Context: an optimization exercise on an open-source flow, tuned for small area and a short achievable clock period. The choices shown serve that exercise and are no tape-out recipe.
Function was not checked in any run shown here: the RTL went through the layout flow alone.

## flow/design.v (module list and top-level ports; edited modules follow where they fit)
// module montgomery_kyber: 1393 lines
// module kfa: 6 lines
// module k_a21bo: 5 lines
// module k_a21oi: 5 lines
// module k_and2: 5 lines
// module k_inv: 5 lines
// module k_nand2: 5 lines
// module k_nor2: 5 lines
// module k_o21ai: 5 lines
// module k_o21bai: 5 lines
// module k_or2: 5 lines
// module k_xnor2: 5 lines
// module k_xor2: 5 lines
module montgomery_kyber(clk, a, b, out);
  // ...
==> flow/flow/run.sh <==
#!/bin/bash
set -euo pipefail
MARGIN=${MARGIN:-5.5}
BUF=${BUF:-sky130_fd_sc_hd__buf_1}
RECOVER=${RECOVER:-0}
bash standard.sh "SETUP_SLACK_MARGIN=$MARGIN" \
  "BUFFER_PORTS_ARGS=-buffer_cell $BUF" "RECOVER_POWER=$RECOVER" finish > flow_make.log 2>&1
==> flow/standard.sh <==
#!/bin/bash
# synth_recipe.tcl (not shown) runs the flow's synth.tcl, then flattens the netlist and writes it again
# the make line also repeats each setting of config.mk as NAME=value (left out here)
make -C /OpenROAD-flow-scripts/flow DESIGN_CONFIG=/design/flow/config.mk WORK_HOME=/design/flow/orfs CLKGATE_MAP_FILE= SYNTH_SCRIPT=/design/flow/synth_recipe.tcl "${@:-finish}"
==> flow/config.mk <==
export PLATFORM = sky130hd
export DESIGN_NAME = montgomery_kyber
export DESIGN_NICKNAME = montgomery_kyber
export VERILOG_FILES = /design/flow/design.v
export SDC_FILE = /design/flow/constraint.sdc
export NUM_CORES = 4
export LEC_CHECK = 0
export CAP_MARGIN = 20
export CORE_MARGIN = 2
export CORE_UTILIZATION = 40
export CTS_BUF_LIST = sky130_fd_sc_hd__clkbuf_2 sky130_fd_sc_hd__clkbuf_4
export SETUP_SLACK_MARGIN = 5
export SLEW_MARGIN = 20
export SYNTH_HIERARCHICAL = 1
export SYNTH_MINIMUM_KEEP_SIZE = 0
==> flow/constraint.sdc <==
create_clock -name core_clock -period 12.0 [get_ports {clk}]
set_input_delay 2.4000 -clock core_clock [delete_from_list [all_inputs] [get_ports {clk}]]
set_output_delay 2.4000 -clock core_clock [all_outputs]
set_load 0.01 [all_outputs]
==> impl_metrics.toml, run 1 <==
[drt]
vias_per_cell = 4.86
antenna_left = 0
met3WireLength_um = 554
dr.pass1.iters = 4
top_layer_used = "met4"
drcViolationCount = 0

[clock_tree]
ctsResizeCount = 36
clockBufferDepth = 2
cts_tree = "yes"
numCtsBuffers = 3

[final_layout]
regMostFlops = "r"
stdcell_area_mm2 = 0.00660
final_cell_mix = "174 x nand2_1, 125 x fa_1, 49 x nor2_1"
multi_input_area_share_pct = 81.2
final.clkbuf_count = 3
areaGrowthSynthToFinish_pct = 12.9
top_regs = "r x24"
nonClkBufAreaFrac_pct = 4.93
finish.utilization_pct = 45.8
multi_input_area_mm2 = 0.00536
clock_area_share_pct = 0.341

[yosys]
syn_avg_cell_area_um2 = 9.00
synth.cell_area_mm2 = 0.00585
ys.warnings.count = 7
synth_edf_count = 0
synth-seq-cells = 24
synth.distinct_cells = 14

[place]
dp.cells = 858
dp_hpwl_mm = 10.6

[status]
status = "no timing/DRC/antenna violations"

[global_route]
grt_use_met2_pct = 30.3
grt-busiest-layer = "met2"
grt_pass1_vias = 4681
grt_max_degree = 13

[critical_path]
crit_required_ns = 9.60
slowest_stage = "fa_1"
cp.depth = 16

[floorplan]
die_area_mm2 = 0.0156

[sta]
fin_crit_sh_pct = 52.6
==> run 2: changes to the inputs <==
--- a/flow/design.v
+++ b/flow/design.v
@@ -1140,261 +1140,295 @@
 k_nand2 un566 (.a(n553), .b(n551), .y(n566));
 wire n567;
 k_inv un567 (.a(n496), .y(n567));
 wire n568;
 k_a21oi un568 (.a(n567), .b(n554), .c(n496), .y(n568));
 wire n569;
 k_nand2 un569 (.a(n567), .b(n555), .y(n569));
 wire n570;
-k_inv un570 (.a(n556), .y(n570));
+k_o21ai un570 (.a(n558), .b(n556), .c(n557), .y(n570));
 wire n571;
-k_a21oi un571 (.a(n535), .b(n570), .c(n534), .y(n571));
+k_o21ai un571 (.a(n562), .b(n559), .c(n561), .y(n571));
 wire n572;
-k_o21ai un572 (.a(n558), .b(n556), .c(n557), .y(n572));
+k_nor2 un572 (.a(n562), .b(n560), .y(n572));
 wire n573;
-k_inv un573 (.a(n559), .y(n573));
+k_o21ai un573 (.a(n566), .b(n563), .c(n565), .y(n573));
 wire n574;
-k_a21oi un574 (.a(n543), .b(n573), .c(n542), .y(n574));
+k_nor2 un574 (.a(n566), .b(n564), .y(n574));
 wire n575;
-k_inv un575 (.a(n543), .y(n575));
+k_a21oi un575 (.a(n572), .b(n570), .c(n571), .y(n575));
 wire n576;
-k_nor2 un576 (.a(n575), .b(n560), .y(n576));
+k_inv un576 (.a(n575), .y(n576));
 wire n577;
-k_o21ai un577 (.a(n562), .b(n559), .c(n561), .y(n577));
+k_a21oi un577 (.a(n574), .b(n576), .c(n573), .y(n577));
 wire n578;
-k_nor2 un578 (.a(n562), .b(n560), .y(n578));
+k_inv un578 (.a(n570), .y(n578));
 wire n579;
-k_inv un579 (.a(n563), .y(n579));
+k_o21ai un579 (.a(n560), .b(n578), .c(n559), .y(n579));
 wire n580;
-k_a21oi un580 (.a(n551), .b(n579), .c(n550), .y(n580));
+k_o21ai un580 (.a(n564), .b(n575), .c(n563), .y(n580));
 wire n581;
-k_inv un581 (.a(n551), .y(n581));
+k_o21ai un581 (.a(n569), .b(n577), .c(n568), .y(n581));
 wire n582;
-k_nor2 un582 (.a(n581), .b(n564), .y(n582));
+k_inv un582 (.a(n556), .y(n582));
 wire n583;
-k_o21ai un583 (.a(n566), .b(n563), .c(n565), .y(n583));
+k_a21oi un583 (.a(n535), .b(n582), .c(n534), .y(n583));
 wire n584;
-k_nor2 un584 (.a(n566), .b(n564), .y(n584));
+k_a21oi un584 (.a(n539), .b(n570), .c(n538), .y(n584));
 wire n585;
-k_a21oi un585 (.a(n539), .b(n572), .c(n538), .y(n585));
+k_a21oi un585 (.a(n543), .b(n579), .c(n542), .y(n585));
 wire n586;
-k_inv un586 (.a(n572), .y(n586));
+k_a21oi un586 (.a(n547), .b(n576), .c(n546), .y(n586));
 wire n587;
-k_o21ai un587 (.a(n560), .b(n586), .c(n559), .y(n587));
+k_a21oi un587 (.a(n551), .b(n580), .c(n550), .y(n587));
 wire n588;
-k_a21bo un588 (.a(n576), .b(n572), .c(n574), .y(n588));
+k_inv un588 (.a(n577), .y(n588));
 wire n589;
-k_a21oi un589 (.a(n578), .b(n572), .c(n577), .y(n589));
+k_a21oi un589 (.a(n555), .b(n588), .c(n554), .y(n589));
 wire n590;
-k_a21oi un590 (.a(n555), .b(n583), .c(n554), .y(n590));
+k_xnor2 un590 (.a(n533), .b(n520), .y(n590));
 wire n591;
-k_nand2 un591 (.a(n555), .b(n584), .y(n591));
+k_xor2 un591 (.a(n535), .b(n556), .y(n591));
 wire n592;
-k_inv un592 (.a(n583), .y(n592));
+k_xor2 un592 (.a(n537), .b(n583), .y(n592));
 wire n593;
-k_o21ai un593 (.a(n569), .b(n592), .c(n568), .y(n593));
+k_xnor2 un593 (.a(n539), .b(n570), .y(n593));
 wire n594;
-k_inv un594 (.a(n569), .y(n594));
+k_xor2 un594 (.a(n541), .b(n584), .y(n594));
 wire n595;
-k_nand2 un595 (.a(n594), .b(n584), .y(n595));
+k_xnor2 un595 (.a(n543), .b(n579), .y(n595));
 wire n596;
-k_inv un596 (.a(n589), .y(n596));
+k_xor2 un596 (.a(n545), .b(n585), .y(n596));
 wire n597;
-k_a21oi un597 (.a(n547), .b(n596), .c(n546), .y(n597));
+k_xor2 un597 (.a(n547), .b(n575), .y(n597));
 wire n598;
-k_o21ai un598 (.a(n564), .b(n589), .c(n563), .y(n598));
+k_xor2 un598 (.a(n549), .b(n586), .y(n598));
 wire n599;
-k_inv un599 (.a(n582), .y(n599));
+k_xnor2 un599 (.a(n551), .b(n580), .y(n599));
 wire n600;
-k_o21ai un600 (.a(n599), .b(n589), .c(n580), .y(n600));
+k_xor2 un600 (.a(n553), .b(n587), .y(n600));
 wire n601;
-k_a21oi un601 (.a(n584), .b(n596), .c(n583), .y(n601));
+k_xor2 un601 (.a(n555), .b(n577), .y(n601));
 wire n602;
-k_o21ai un602 (.a(n591), .b(n589), .c(n590), .y(n602));
+k_xor2 un602 (.a(n496), .b(n589), .y(n602));
 wire n603;
-k_o21bai un603 (.a(n595), .b(n589), .c(n593), .y(n603));
+k_xor2 un603 (.a(n480), .b(fs481), .y(n603));
 wire n604;
-k_xor2 un604 (.a(n533), .b(n520), .y(n604));
+k_and2 un604 (.a(n480), .b(fs481), .y(n604));
 wire n605;
-k_xnor2 un605 (.a(n535), .b(n556), .y(n605));
+k_xnor2 un605 (.a(fc481), .b(fs482), .y(n605));
 wire n606;
-k_xnor2 un606 (.a(n537), .b(n571), .y(n606));
+k_or2 un606 (.a(fc481), .b(fs482), .y(n606));
 wire n607;
-k_xor2 un607 (.a(n539), .b(n572), .y(n607));
+k_xnor2 un607 (.a(fc482), .b(fs483), .y(n607));
 wire n608;
-k_xnor2 un608 (.a(n541), .b(n585), .y(n608));
+k_or2 un608 (.a(fc482), .b(fs483), .y(n608));
 wire n609;
-k_xor2 un609 (.a(n543), .b(n587), .y(n609));
+k_xnor2 un609 (.a(fc483), .b(fs484), .y(n609));
 wire n610;
-k_xor2 un610 (.a(n545), .b(n588), .y(n610));
+k_or2 un610 (.a(fc483), .b(fs484), .y(n610));
 wire n611;
-k_xnor2 un611 (.a(n547), .b(n589), .y(n611));
+k_xnor2 un611 (.a(fc484), .b(fs485), .y(n611));
 wire n612;
-k_xnor2 un612 (.a(n549), .b(n597), .y(n612));
+k_or2 un612 (.a(fc484), .b(fs485), .y(n612));
 wire n613;
-k_xor2 un613 (.a(n551), .b(n598), .y(n613));
+k_xnor2 un613 (.a(fc485), .b(fs486), .y(n613));
 wire n614;
-k_xor2 un614 (.a(n553), .b(n600), .y(n614));
+k_or2 un614 (.a(fc485), .b(fs486), .y(n614));
 wire n615;
-k_xnor2 un615 (.a(n555), .b(n601), .y(n615));
+k_xnor2 un615 (.a(fc486), .b(fs487), .y(n615));
 wire n616;
-k_xnor2 un616 (.a(n496), .b(n602), .y(n616));
+k_or2 un616 (.a(fc486), .b(fs487), .y(n616));
 wire n617;
-k_nand2 un617 (.a(n604), .b(n616), .y(n617));
+k_xnor2 un617 (.a(fc487), .b(fs488), .y(n617));
 wire n618;
-k_xor2 un618 (.a(n604), .b(n616), .y(n618));
+k_or2 un618 (.a(fc487), .b(fs488), .y(n618));
 wire n619;
-k_nand2 un619 (.a(n612), .b(n616), .y(n619));
+k_xor2 un619 (.a(n489), .b(fc488), .y(n619));
 wire n620;
-k_xor2 un620 (.a(n612), .b(n616), .y(n620));
+k_and2 un620 (.a(n489), .b(fc488), .y(n620));
 wire n621;
-k_nand2 un621 (.a(n614), .b(n616), .y(n621));
+k_xnor2 un621 (.a(n490), .b(n491), .y(n621));
 wire n622;
-k_xor2 un622 (.a(n614), .b(n616), .y(n622));
+k_or2 un622 (.a(n490), .b(n491), .y(n622));
 wire n623;
-k_nand2 un623 (.a(n615), .b(n616), .y(n623));
+k_xor2 un623 (.a(n492), .b(fs493), .y(n623));
 wire n624;
-k_xor2 un624 (.a(n615), .b(n616), .y(n624));
+k_and2 un624 (.a(n492), .b(fs493), .y(n624));
 wire n625;
-k_inv un625 (.a(n605), .y(n625));
+k_xor2 un625 (.a(n494), .b(fc493), .y(n625));
 wire n626;
-k_nor2 un626 (.a(n625), .b(n617), .y(n626));
+k_and2 un626 (.a(n494), .b(fc493), .y(n626));
 wire n627;
-k_nand2 un627 (.a(n605), .b(n618), .y(n627));
+k_nor2 un627 (.a(n605), .b(n604), .y(n627));
 wire n628;
-k_nand2 un628 (.a(n607), .b(n606), .y(n628));
+k_xor2 un628 (.a(n605), .b(n604), .y(n628));
 wire n629;
-k_nand2 un629 (.a(n609), .b(n608), .y(n629));
+k_nor2 un629 (.a(n607), .b(n606), .y(n629));
 wire n630;
-k_nand2 un630 (.a(n611), .b(n610), .y(n630));
+k_xor2 un630 (.a(n607), .b(n606), .y(n630));
 wire n631;
-k_inv un631 (.a(n613), .y(n631));
+k_nor2 un631 (.a(n609), .b(n608), .y(n631));
 wire n632;
-k_nor2 un632 (.a(n631), .b(n619), .y(n632));
+k_xor2 un632 (.a(n609), .b(n608), .y(n632));
 wire n633;
-k_nand2 un633 (.a(n613), .b(n620), .y(n633));
+k_nor2 un633 (.a(n611), .b(n610), .y(n633));
 wire n634;
-k_inv un634 (.a(n624), .y(n634));
+k_xor2 un634 (.a(n611), .b(n610), .y(n634));
 wire n635;
-k_o21ai un635 (.a(n634), .b(n621), .c(n623), .y(n635));
+k_nor2 un635 (.a(n613), .b(n612), .y(n635));
 wire n636;
-k_nand2 un636 (.a(n624), .b(n622), .y(n636));
+k_xor2 un636 (.a(n613), .b(n612), .y(n636));
 wire n637;
-k_nand2 un637 (.a(n606), .b(n626), .y(n637));
+k_nor2 un637 (.a(n615), .b(n614), .y(n637));
 wire n638;
-k_inv un638 (.a(n606), .y(n638));
+k_xor2 un638 (.a(n615), .b(n614), .y(n638));
 wire n639;
-k_nor2 un639 (.a(n638), .b(n627), .y(n639));
+k_nor2 un639 (.a(n617), .b(n616), .y(n639));
 wire n640;
-k_inv un640 (.a(n628), .y(n640));
+k_xor2 un640 (.a(n617), .b(n616), .y(n640));
 wire n641;
-k_nand2 un641 (.a(n640), .b(n626), .y(n641));
+k_nor2 un641 (.a(n619), .b(n618), .y(n641));
 wire n642;
-k_nor2 un642 (.a(n628), .b(n627), .y(n642));
+k_xor2 un642 (.a(n619), .b(n618), .y(n642));
 wire n643;
-k_inv un643 (.a(n610), .y(n643));
+k_nor2 un643 (.a(n621), .b(n620), .y(n643));
 wire n644;
-k_nor2 un644 (.a(n643), .b(n629), .y(n644));
+k_xor2 un644 (.a(n621), .b(n620), .y(n644));
 wire n645;
-k_nor2 un645 (.a(n630), .b(n629), .y(n645));
+k_nor2 un645 (.a(n623), .b(n622), .y(n645));
 wire n646;
-k_a21bo un646 (.a(n622), .b(n632), .c(n621), .y(n646));
+k_xor2 un646 (.a(n623), .b(n622), .y(n646));
 wire n647;
-k_inv un647 (.a(n622), .y(n647));
+k_nor2 un647 (.a(n625), .b(n624), .y(n647));
 wire n648;
-k_nor2 un648 (.a(n647), .b(n633), .y(n648));
+k_xor2 un648 (.a(n625), .b(n624), .y(n648));
 wire n649;
-k_inv un649 (.a(n636), .y(n649));
+k_nor2 un649 (.a(n496), .b(n626), .y(n649));
 wire n650;
-k_a21oi un650 (.a(n649), .b(n632), .c(n635), .y(n650));
+k_xor2 un650 (.a(n496), .b(n626), .y(n650));
 wire n651;
-k_nor2 un651 (.a(n636), .b(n633), .y(n651));
+k_inv un651 (.a(n520), .y(n651));
 wire n652;
-k_inv un652 (.a(n608), .y(n652));
+k_nor2 un652 (.a(n603), .b(n651), .y(n652));
 wire n653;
-k_nor2 un653 (.a(n652), .b(n641), .y(n653));
+k_a21oi un653 (.a(n630), .b(n627), .c(n629), .y(n653));
 wire n654;
-k_nand2 un654 (.a(n608), .b(n642), .y(n654));
+k_nand2 un654 (.a(n630), .b(n628), .y(n654));
 wire n655;
-k_nor2 un655 (.a(n629), .b(n641), .y(n655));
+k_a21oi un655 (.a(n634), .b(n631), .c(n633), .y(n655));
 wire n656;
-k_inv un656 (.a(n629), .y(n656));
+k_nand2 un656 (.a(n634), .b(n632), .y(n656));
 wire n657;
-k_nand2 un657 (.a(n656), .b(n642), .y(n657));
+k_a21oi un657 (.a(n638), .b(n635), .c(n637), .y(n657));
 wire n658;
-k_inv un658 (.a(n644), .y(n658));
+k_nand2 un658 (.a(n638), .b(n636), .y(n658));
 wire n659;
-k_nor2 un659 (.a(n658), .b(n641), .y(n659));
+k_a21oi un659 (.a(n642), .b(n639), .c(n641), .y(n659));
 wire n660;
-k_nand2 un660 (.a(n644), .b(n642), .y(n660));
+k_nand2 un660 (.a(n642), .b(n640), .y(n660));
 wire n661;
-k_inv un661 (.a(n645), .y(n661));
+k_a21oi un661 (.a(n646), .b(n643), .c(n645), .y(n661));
 wire n662;
-k_nor2 un662 (.a(n661), .b(n641), .y(n662));
+k_nand2 un662 (.a(n646), .b(n644), .y(n662));
 wire n663;
-k_nand2 un663 (.a(n645), .b(n642), .y(n663));
+k_a21oi un663 (.a(n650), .b(n647), .c(n649), .y(n663));
 wire n664;
-k_a21bo un664 (.a(n620), .b(n662), .c(n619), .y(n664));
+k_nand2 un664 (.a(n650), .b(n648), .y(n664));
 wire n665;
-k_inv un665 (.a(n620), .y(n665));
+k_inv un665 (.a(n652), .y(n665));
 wire n666;
-k_nor2 un666 (.a(n665), .b(n663), .y(n666));
+k_o21ai un666 (.a(n654), .b(n665), .c(n653), .y(n666));
 wire n667;
-k_inv un667 (.a(n633), .y(n667));
+k_o21ai un667 (.a(n658), .b(n655), .c(n657), .y(n667));
 wire n668;
-k_a21oi un668 (.a(n667), .b(n662), .c(n632), .y(n668));
+k_nor2 un668 (.a(n658), .b(n656), .y(n668));
 wire n669;
-k_nor2 un669 (.a(n633), .b(n663), .y(n669));
+k_o21ai un669 (.a(n662), .b(n659), .c(n661), .y(n669));
 wire n670;
-k_a21oi un670 (.a(n648), .b(n662), .c(n646), .y(n670));
+k_nor2 un670 (.a(n662), .b(n660), .y(n670));
 wire n671;
-k_inv un671 (.a(n648), .y(n671));
+k_a21oi un671 (.a(n668), .b(n666), .c(n667), .y(n671));
 wire n672;
-k_nor2 un672 (.a(n671), .b(n663), .y(n672));
+k_inv un672 (.a(n671), .y(n672));
 wire n673;
-k_a21bo un673 (.a(n651), .b(n662), .c(n650), .y(n673));
+k_a21oi un673 (.a(n670), .b(n672), .c(n669), .y(n673));
 wire n674;
-k_inv un674 (.a(n651), .y(n674));
+k_inv un674 (.a(n666), .y(n674));
 wire n675;
-k_nor2 un675 (.a(n674), .b(n663), .y(n675));
+k_o21ai un675 (.a(n656), .b(n674), .c(n655), .y(n675));
 wire n676;
-k_xnor2 un676 (.a(n605), .b(n617), .y(n676));
+k_o21ai un676 (.a(n660), .b(n671), .c(n659), .y(n676));
 wire n677;
-k_xor2 un677 (.a(n606), .b(n626), .y(n677));
+k_o21ai un677 (.a(n664), .b(n673), .c(n663), .y(n677));
 wire n678;
-k_xnor2 un678 (.a(n607), .b(n637), .y(n678));
+k_a21oi un678 (.a(n628), .b(n652), .c(n627), .y(n678));
 wire n679;
-k_xnor2 un679 (.a(n608), .b(n641), .y(n679));
+k_a21oi un679 (.a(n632), .b(n666), .c(n631), .y(n679));
 wire n680;
-k_xor2 un680 (.a(n609), .b(n653), .y(n680));
+k_a21oi un680 (.a(n636), .b(n675), .c(n635), .y(n680));
 wire n681;
-k_xor2 un681 (.a(n610), .b(n655), .y(n681));
+k_a21oi un681 (.a(n640), .b(n672), .c(n639), .y(n681));
 wire n682;
-k_xor2 un682 (.a(n611), .b(n659), .y(n682));
+k_a21oi un682 (.a(n644), .b(n676), .c(n643), .y(n682));
 wire n683;
-k_xor2 un683 (.a(n620), .b(n662), .y(n683));
+k_inv un683 (.a(n673), .y(n683));
 wire n684;
-k_xor2 un684 (.a(n613), .b(n664), .y(n684));
+k_a21oi un684 (.a(n648), .b(n683), .c(n647), .y(n684));
 wire n685;
-k_xnor2 un685 (.a(n622), .b(n668), .y(n685));
+k_xor2 un685 (.a(n603), .b(n520), .y(n685));
 wire n686;
-k_xnor2 un686 (.a(n624), .b(n670), .y(n686));
-assign out[0] = n618;
-assign out[1] = n676;
-assign out[2] = n677;
-assign out[3] = n678;
-assign out[4] = n679;
-assign out[5] = n680;
-assign out[6] = n681;
-assign out[7] = n682;
-assign out[8] = n683;
-assign out[9] = n684;
-assign out[10] = n685;
-assign out[11] = n686;
+k_xnor2 un686 (.a(n628), .b(n652), .y(n686));
+wire n687;
+k_xor2 un687 (.a(n630), .b(n678), .y(n687));
+wire n688;
+k_xnor2 un688 (.a(n632), .b(n666), .y(n688));
+wire n689;
+k_xor2 un689 (.a(n634), .b(n679), .y(n689));
+wire n690;
+k_xnor2 un690 (.a(n636), .b(n675), .y(n690));
+wire n691;
+k_xor2 un691 (.a(n638), .b(n680), .y(n691));
+wire n692;
+k_xor2 un692 (.a(n640), .b(n671), .y(n692));
+wire n693;
+k_xor2 un693 (.a(n642), .b(n681), .y(n693));
+wire n694;
+k_xnor2 un694 (.a(n644), .b(n676), .y(n694));
+wire n695;
+k_xor2 un695 (.a(n646), .b(n682), .y(n695));
+wire n696;
+k_xor2 un696 (.a(n648), .b(n673), .y(n696));
+wire n697;
+k_xor2 un697 (.a(n650), .b(n684), .y(n697));
+wire o0;
+k_mux2i uo0 (.s(n602), .a(n590), .b(n685), .y(out[0]));
+wire o1;
+k_mux2i uo1 (.s(n602), .a(n591), .b(n686), .y(out[1]));
+wire o2;
+k_mux2i uo2 (.s(n602), .a(n592), .b(n687), .y(out[2]));
+wire o3;
+k_mux2i uo3 (.s(n602), .a(n593), .b(n688), .y(out[3]));
+wire o4;
+k_mux2i uo4 (.s(n602), .a(n594), .b(n689), .y(out[4]));
+wire o5;
+k_mux2i uo5 (.s(n602), .a(n595), .b(n690), .y(out[5]));
+wire o6;
+k_mux2i uo6 (.s(n602), .a(n596), .b(n691), .y(out[6]));
+wire o7;
+k_mux2i uo7 (.s(n602), .a(n597), .b(n692), .y(out[7]));
+wire o8;
+k_mux2i uo8 (.s(n602), .a(n598), .b(n693), .y(out[8]));
+wire o9;
+k_mux2i uo9 (.s(n602), .a(n599), .b(n694), .y(out[9]));
+wire o10;
+k_mux2i uo10 (.s(n602), .a(n600), .b(n695), .y(out[10]));
+wire o11;
+k_mux2i uo11 (.s(n602), .a(n601), .b(n696), .y(out[11]));
 endmodule
 module kfa(a, b, c, s, co);
 input a, b, c;
 output s, co;
 assign s = a ^ b ^ c;
 assign co = (a & b) | (a & c) | (b & c);
 endmodule
 module k_a21bo(a, b, c, y);
@@ -1412,16 +1446,21 @@
 output y;
 assign y = a & b;
 endmodule
 module k_inv(a, y);
 input a;
 output y;
 assign y = ~a;
 endmodule
+module k_mux2i(s, a, b, y);
+input s, a, b;
+output y;
+assign y = ~(s ? b : a);
+endmodule
 module k_nand2(a, b, y);
 input a, b;
 output y;
 assign y = ~(a & b);
 endmodule
 module k_nor2(a, b, y);
 input a, b;
 output y;
==> flow/flow/run.sh (replaced) <==
#!/bin/bash
set -euo pipefail
MARGIN=${MARGIN:-5.5}
BUF=${BUF:-sky130_fd_sc_hd__buf_1}
bash standard.sh "SETUP_SLACK_MARGIN=$MARGIN" \
  "BUFFER_PORTS_ARGS=-buffer_cell $BUF" finish > flow_make.log 2>&1
==> flow/config.mk (replaced) <==
export PLATFORM = sky130hd
export DESIGN_NAME = montgomery_kyber
export DESIGN_NICKNAME = montgomery_kyber
export VERILOG_FILES = /design/flow/design.v
export SDC_FILE = /design/flow/constraint.sdc
export NUM_CORES = 4
export LEC_CHECK = 0
export CAP_MARGIN = 20
export CORE_MARGIN = 2
export CORE_UTILIZATION = 40
export SETUP_SLACK_MARGIN = 5
export SLEW_MARGIN = 20
export SYNTH_HIERARCHICAL = 1
export SYNTH_MINIMUM_KEEP_SIZE = 0
==> run 2 against run 1 <==
  * Still clean
  * Sequential cell count stayed put
  * Worst hold slack improved by 0.047 ns
  * Non-clock buffer count down 14
  * Critical path type is now in -> reg
  * Highest routed layer unchanged
==> impl_metrics.toml, run 2 <==
[floorplan]
dieWidth_um = 128
initial_utilization_pct = 40.7
core_area_mm2 = 0.0151
die_area_mm2 = 0.0164
die_y_um = 128
rows = 45
io_pins = 37

[hold_path]
hold_end = "r[0]$_DFF_P_"
holdCritPathClass = "in -> reg"
min_path_cells = 3
hp-start = "a[0]"

[drt]
drcViolationCount = 0
wl_per_cell_um = 14.4
first_iter_violations = 221
antenna_left = 0
routed_wl_mm = 13.2
vias = 4560
vias_per_cell = 4.99
dr.pass1.iters = 6

[yosys]
synth.distinct_cells = 14
ys.warnings.count = 7
synth_cells = 679
synthDominantCellAreaShare_pct = 41.4
post-synth-top-count-cell = "nand2_1"
synth.cell_area_mm2 = 0.00615
ys_seq_area_share_pct = 7.81
syn-num-nets = 831
yosys.area.top_type = "fa_1"
synth-seq-cells = 24
synthArstFlopShare_pct = 0
ys.flop_type = "dfxtp_1"
syn_avg_cell_area_um2 = 9.06
synth_area_leaders = "fa_1 41%, xor2_1 11%, nand2_1 11%, dfxtp_1 7.8%, xnor2_1 7.7%"
synth_edf_count = 0
netlist_top_cells_count = "172 x nand2_1, 127 x fa_1, 80 x xor2_1, 58 x nor2_1, 54 x xnor2_1"

[critical_path]
critPathKind = "in -> reg"
path_cells = "buf_2 > nand2_1 > fa_1 > fa_1 > fa_1 > fa_1 > fa_1 > xor2_1 > nand2_1 > nor2_1 > a21oi_2 > o21ai_2 > a21oi_2 > xor2_1"
crit_path_end_kind = "register"
start_kind = "input port"
critPathBufInv = 1
cp.arrival_ns = 6.45
cpPeakStageDelay_ns = 0.58
crit_required_ns = 12.12
path_common_cell = "fa_1"
critPathTopFamily = "adder cells"
path_max_fanout = 12
slowest_stage = "fa_1"

[clock_tree]
cts_tree = "yes"
h-tree-depth = 1
cts_hold_buffers = 0
clockBufferDepth = 2
path_clk_slew_ns = 0.05
cts_sinks = 24
numCtsBuffers = 3
ctsRootBufferMaster = "clkbuf_16"

[global_route]
track_usage_pct = 17.2
grt_pass1_wl_mm = 22.9
grt-busiest-layer = "met2"
antenna_found_initial = 0
grt_pass1_vias = 4938
globalRouteMet3Util_pct = 1.17
gr-total-overflow = 0
grt_use_met2_pct = 30.7
grt_max_degree = 14
use_met1_pct = 22.8

[sta]
fin_setup_tns_ns = 0
fin_crit_sh_pct = 52.7
rsz0062_at_grt = "yes"
finalSetupViolCount = 0
fmax_mhz = 158
fin_crit_ns = 6.32
maxSlewViolCount = 0
hold_violations = 0
slew-limit-headroom_pct = 54.4
tightest_slew_ns = 0.684

[final_layout]
antenna_cells = 0
nets = 879
areaGrowthSynthToFinish_pct = 9.97
layout-drive-gt1-share_pct = 13.2
mostFrequentLayoutCell = "nand2_1"
regMostFlops = "r"
finalNonFillerCells = 914
top_regs = "r x24"
largest_reg_flops = 24
final_cell_mix = "172 x nand2_1, 125 x fa_1, 74 x xor2_1"

[flow_run]
maxCapViolCount = 0

[status]
status = "no timing/DRC/antenna violations"

[place]
dp.cells = 904
port-buffer-count = 36
dp_hpwl_mm = 11.2
finalWeightedCongestion = 0.865
[run 2: modules after synthesis, one instance, submodules excluded, excerpt]
module | cells | cell area, µm²
kfa | 1 | 20.0
k_o21ai | 1 | 5.00
k_xor2 | 1 | 8.76
montgomery_kyber | 24 | 480
k_nor2 | 1 | 3.75
k_o21bai | 1 | 7.51
k_or2 | 1 | 6.26
k_mux2i | 1 | 10.0
k_a21bo | 1 | 10.0
k_nand2 | 1 | 3.75
k_xnor2 | 1 | 8.76
[run 2: kinds of logic after synthesis]
kind of cell	Yosys count	share of synthesized area, %
AO/OA/AOI/OAI	76	9.40
buffers and inverters	34	2.08
flip-flops	24	7.81
AND/OR/NAND/NOR	272	18.3
adder cells (fa/ha/maj)	127	41.4
XOR/XNOR	134	19.1
multiplexers	12	1.95
[run 2: layer usage]
| layer | wire, µm | vias to the layer above |
|---|---|---|
| met5 | 0 | - |
| met2 | 6390 | 129 |
| met4 | 155 | 0 |
| met3 | 599 | 12 |
| li1 | - | 2194 |
| met1 | 6010 | 2225 |
[run 2: how the worst max path moves through the flow]
stage                              from            end  cells past startpoint  slack (ns)
after floorplan           r[11]$_DFF_P_         out[0]                     13        5.59
after global placement             a[0]  r[22]$_DFF_P_                     14        5.08
after detailed placement           a[2]  r[22]$_DFF_P_                     14        4.96
after CTS                          a[3]  r[22]$_DFF_P_                     14        5.52
after global routing      r[11]$_DFF_P_         out[0]                     16        5.48
final                              a[0]  r[22]$_DFF_P_                     14        5.68
[run 2: area by class of cell]
type / instances / area, µm²
repair buffers: 43 / 215
clock buffers: 4 / 88.8
well taps: 188 / 235
fillers: 1479 / 8330
multi-input cells: 621 / 5610
flip-flops and latches: 24 / 487
inverters: 34 / 128
[run 2: stage by stage]
stage                     hold WS, ns  instance area, µm²  setup slack (ns)  utilization, %
after floorplan                  2.59                6150              5.59               -
after global placement           3.08                6530              5.08            43.3
after detailed placement         3.10                6530              4.96            43.3
after CTS                        2.67                6660              5.52            44.1
after global routing             2.71                6760              5.48            44.8
final                            2.68                6760              5.68            44.8
[run 2: tightest hold or removal path: cells and delay by family]
family                 cells  cell delay (ns)
AND/OR/NAND/NOR            1             0.22
buffers and inverters      2             0.25
[run 2: what timing repair did]
action | in CTS | in global routing
gates cloned | 0 | 1
pin swaps | 1 | 6
setup buffers | 1 | 4
resized for setup | 20 | 18
setup endpoints to repair | 18 | 15
==> run 3: changes to the inputs <==
==> flow/flow/run.sh (replaced) <==
#!/bin/bash
set -euo pipefail
MARGIN=${MARGIN:-5.5}
BUF=${BUF:-sky130_fd_sc_hd__buf_1}
RECOVER=${RECOVER:-0}
bash standard.sh "SETUP_SLACK_MARGIN=$MARGIN" \
  "BUFFER_PORTS_ARGS=-buffer_cell $BUF" "RECOVER_POWER=$RECOVER" finish > flow_make.log 2>&1
==> run 3 against run 2 <==
  * Highest routed layer unchanged
  * Synthesized cell count did not move
  * Still clean
  * Via count unchanged
  * Critical path type unchanged
  * Final cell count did not move
  * Count of clock-buffer cells in the layout unchanged
  * Design area unchanged
  * Wire length unchanged
  * Global-route usage is the same
  * Worst hold slack unchanged
  * Utilization unchanged
==> impl_metrics.toml, run 3 <==
[yosys]
synth.cell_area_mm2 = 0.00615
synth.distinct_cells = 14
ys_seq_area_share_pct = 7.81
synth-seq-cells = 24
ys.warnings.count = 7
syn_avg_cell_area_um2 = 9.06
ys.flop_type = "dfxtp_1"
synth_cells = 679
synth_edf_count = 0
synthDominantCellAreaShare_pct = 41.4
netlist_top_cells_count = "172 x nand2_1, 127 x fa_1, 80 x xor2_1, 58 x nor2_1, 54 x xnor2_1"
post-synth-top-count-cell = "nand2_1"
syn-num-nets = 831
synth_area_leaders = "fa_1 41%, xor2_1 11%, nand2_1 11%, dfxtp_1 7.8%, xnor2_1 7.7%"
synthArstFlopShare_pct = 0
yosys.area.top_type = "fa_1"

[global_route]
gr-total-overflow = 0
antenna_found_initial = 0
grt_pass1_wl_mm = 22.9
track_usage_pct = 17.2
grt_max_degree = 14
grt_pass1_vias = 4938

[clock_tree]
cts_sinks = 24
cts_tree = "yes"
clockBufferDepth = 2
numCtsBuffers = 3
h-tree-depth = 1
ctsRootBufferMaster = "clkbuf_16"
path_clk_slew_ns = 0.05

[hold_path]
min_path_cells = 3
holdCritPathClass = "in -> reg"

[floorplan]
rows = 45
io_pins = 37
die_y_um = 128
die_area_mm2 = 0.0164
initial_utilization_pct = 40.7
dieWidth_um = 128
core_area_mm2 = 0.0151

[final_layout]
areaGrowthSynthToFinish_pct = 9.97
antenna_cells = 0
layout-drive-gt1-share_pct = 13.2
nFillCells = 1479
final_cell_mix = "172 x nand2_1, 125 x fa_1, 74 x xor2_1"
top_regs = "r x24"
largest_reg_flops = 24
nets = 879
regMostFlops = "r"
mostFrequentLayoutCell = "nand2_1"

[critical_path]
cp.arrival_ns = 6.45
path_max_fanout = 12
path_cells = "buf_2 > nand2_1 > fa_1 > fa_1 > fa_1 > fa_1 > fa_1 > xor2_1 > nand2_1 > nor2_1 > a21oi_2 > o21ai_2 > a21oi_2 > xor2_1"
slowest_stage = "fa_1"
cp.depth = 14
critPathBufInv = 1
crit_path_end_kind = "register"
path_common_cell = "fa_1"
critPathKind = "in -> reg"
start_kind = "input port"
crit_required_ns = 12.12
cpPeakStageDelay_ns = 0.58
critPathTopFamily = "adder cells"

[sta]
fin_crit_sh_pct = 52.7
fin_crit_ns = 6.32
layout_setup_ws_ns = 5.68
fmax_mhz = 158
slew-limit-headroom_pct = 54.4
rsz0062_at_grt = "yes"
maxSlewViolCount = 0
finalSetupViolCount = 0
hold_violations = 0
tightest_slew_ns = 0.684
fin_setup_tns_ns = 0

[drt]
first_iter_violations = 221
routed_wl_mm = 13.2
drcViolationCount = 0
antenna_left = 0
vias = 4560
dr.pass1.iters = 6
vias_per_cell = 4.99
wl_per_cell_um = 14.4

[place]
pre_cts_ws_ns = 4.96
finalWeightedCongestion = 0.865
dp_hpwl_mm = 11.2
port-buffer-count = 36

[flow_run]
maxCapViolCount = 0

[status]
status = "no timing/DRC/antenna violations"
run 3: worst paths after layout:
| kind | end | from |
|---|---|---|
| worst min-delay path | r[0]$_DFF_P_ | a[0] |
| worst max-delay path | r[22]$_DFF_P_ | a[0] |
run 3: cell type report:
cell class / instances / area (µm²) / area share (%)
Inverter: 34 / 128 / 1.89
Sequential cell: 24 / 487 / 7.20
Tap cell: 188 / 235 / 3.48
Timing Repair Buffer: 43 / 215 / 3.18
Clock buffer: 4 / 88.8 / 1.31
Multi-Input combinational cell: 621 / 5610 / 82.9
run 3: per-layer routing:
layer	track usage (%)	up-vias	share of wire, %
met2	30.7	129	49
met3	1.17	12	4.6
li1	-	2194	-
met1	22.8	2225	46
met4	4.07	0	1.2
met5	0	-	0
run 3: repair_timing:
action	4_1_cts	5_1_grt
resized for setup	20	18
cloned	0	1
setup endpoints to repair	18	15
pin swaps	1	6
hold endpoints to repair	0	0
buffers inserted	1	4
hold buffers	0	0
run 3: Yosys stat by module (local to each module, per instance):
module | area [µm²] | times used | cells | flops+latches
k_a21bo | 10.0 | 1 | 1 | 0
k_nor2 | 3.75 | 58 | 1 | 0
k_xor2 | 8.76 | 80 | 1 | 0
k_xnor2 | 8.76 | 54 | 1 | 0
k_and2 | 6.26 | 7 | 1 | 0
montgomery_kyber | 480 | 1 | 24 | 24
k_a21oi | 8.76 | 50 | 1 | 0
kfa | 20.0 | 127 | 1 | 0
k_inv | 3.75 | 34 | 1 | 0
k_o21ai | 5.00 | 23 | 1 | 0
k_o21bai | 7.51 | 2 | 1 | 0
k_mux2i | 10.0 | 12 | 1 | 0
k_nand2 | 3.75 | 172 | 1 | 0
k_or2 | 6.26 | 35 | 1 | 0
run 3: logic make-up after synthesis:
logic type | after synthesis | synth area share (%)
AOI/OAI and AO/OA | 76 | 9.40
muxes | 12 | 1.95
adders and majority gates | 127 | 41.4
buffers and inverters | 34 | 2.08
DFF | 24 | 7.81
xor gates and xnor gates | 134 | 19.1
and+or+nand+nor | 272 | 18.3
run 3: stage by stage:
stage | hold slack [ns] | cell area, µm² | utilization (%) | std cells
floorplan | 2.59 | 6150 | - | 679
global placement | 3.08 | 6530 | 43.3 | 904
detailed placement | 3.10 | 6530 | 43.3 | 904
CTS | 2.67 | 6660 | 44.1 | 909
global route | 2.71 | 6760 | 44.8 | 914
finish | 2.68 | 6760 | 44.8 | 914

what the ideal ports hide:
How much do the figures lean on ideal ports? The routed layouts below were timed once more, with nothing changed but the port constraints. Step 1 sets driving cells, clkbuf_16 on the clock port and buf_2 on the other inputs (assumed; they add their load-dependent delay and slew). Step 2, shift: input delay + t, output delay - t, t = (earliest + latest rising clock arrival at the registers) / 2. This alone moves slack from input paths to output paths. Slacks: ideal ports / drivers / drivers and shift; pairs: ideal ports / drivers.
run | t (ns) | setup slack, ns | hold WS [ns] | worst setup path after step 2 | worst data-port slew with drivers (ns)
run 1 | 0.317 | 5.685 / 5.655 / 5.390 | 2.631 / 2.619 / 2.936 | input to register | 0.03
run 2 | 0.281 | 5.677 / 5.683 / 5.409 | 2.678 / 2.664 / 2.944 | input to register | 0.03
run 3 | 0.281 | 5.677 / 5.683 / 5.409 | 2.678 / 2.664 / 2.944 | input to register | 0.03
After both steps every run listed still meets setup and hold. For run 1, which loses most, drivers alone change the setup slack by -0.030 ns; drivers and shift together by -0.295 ns.
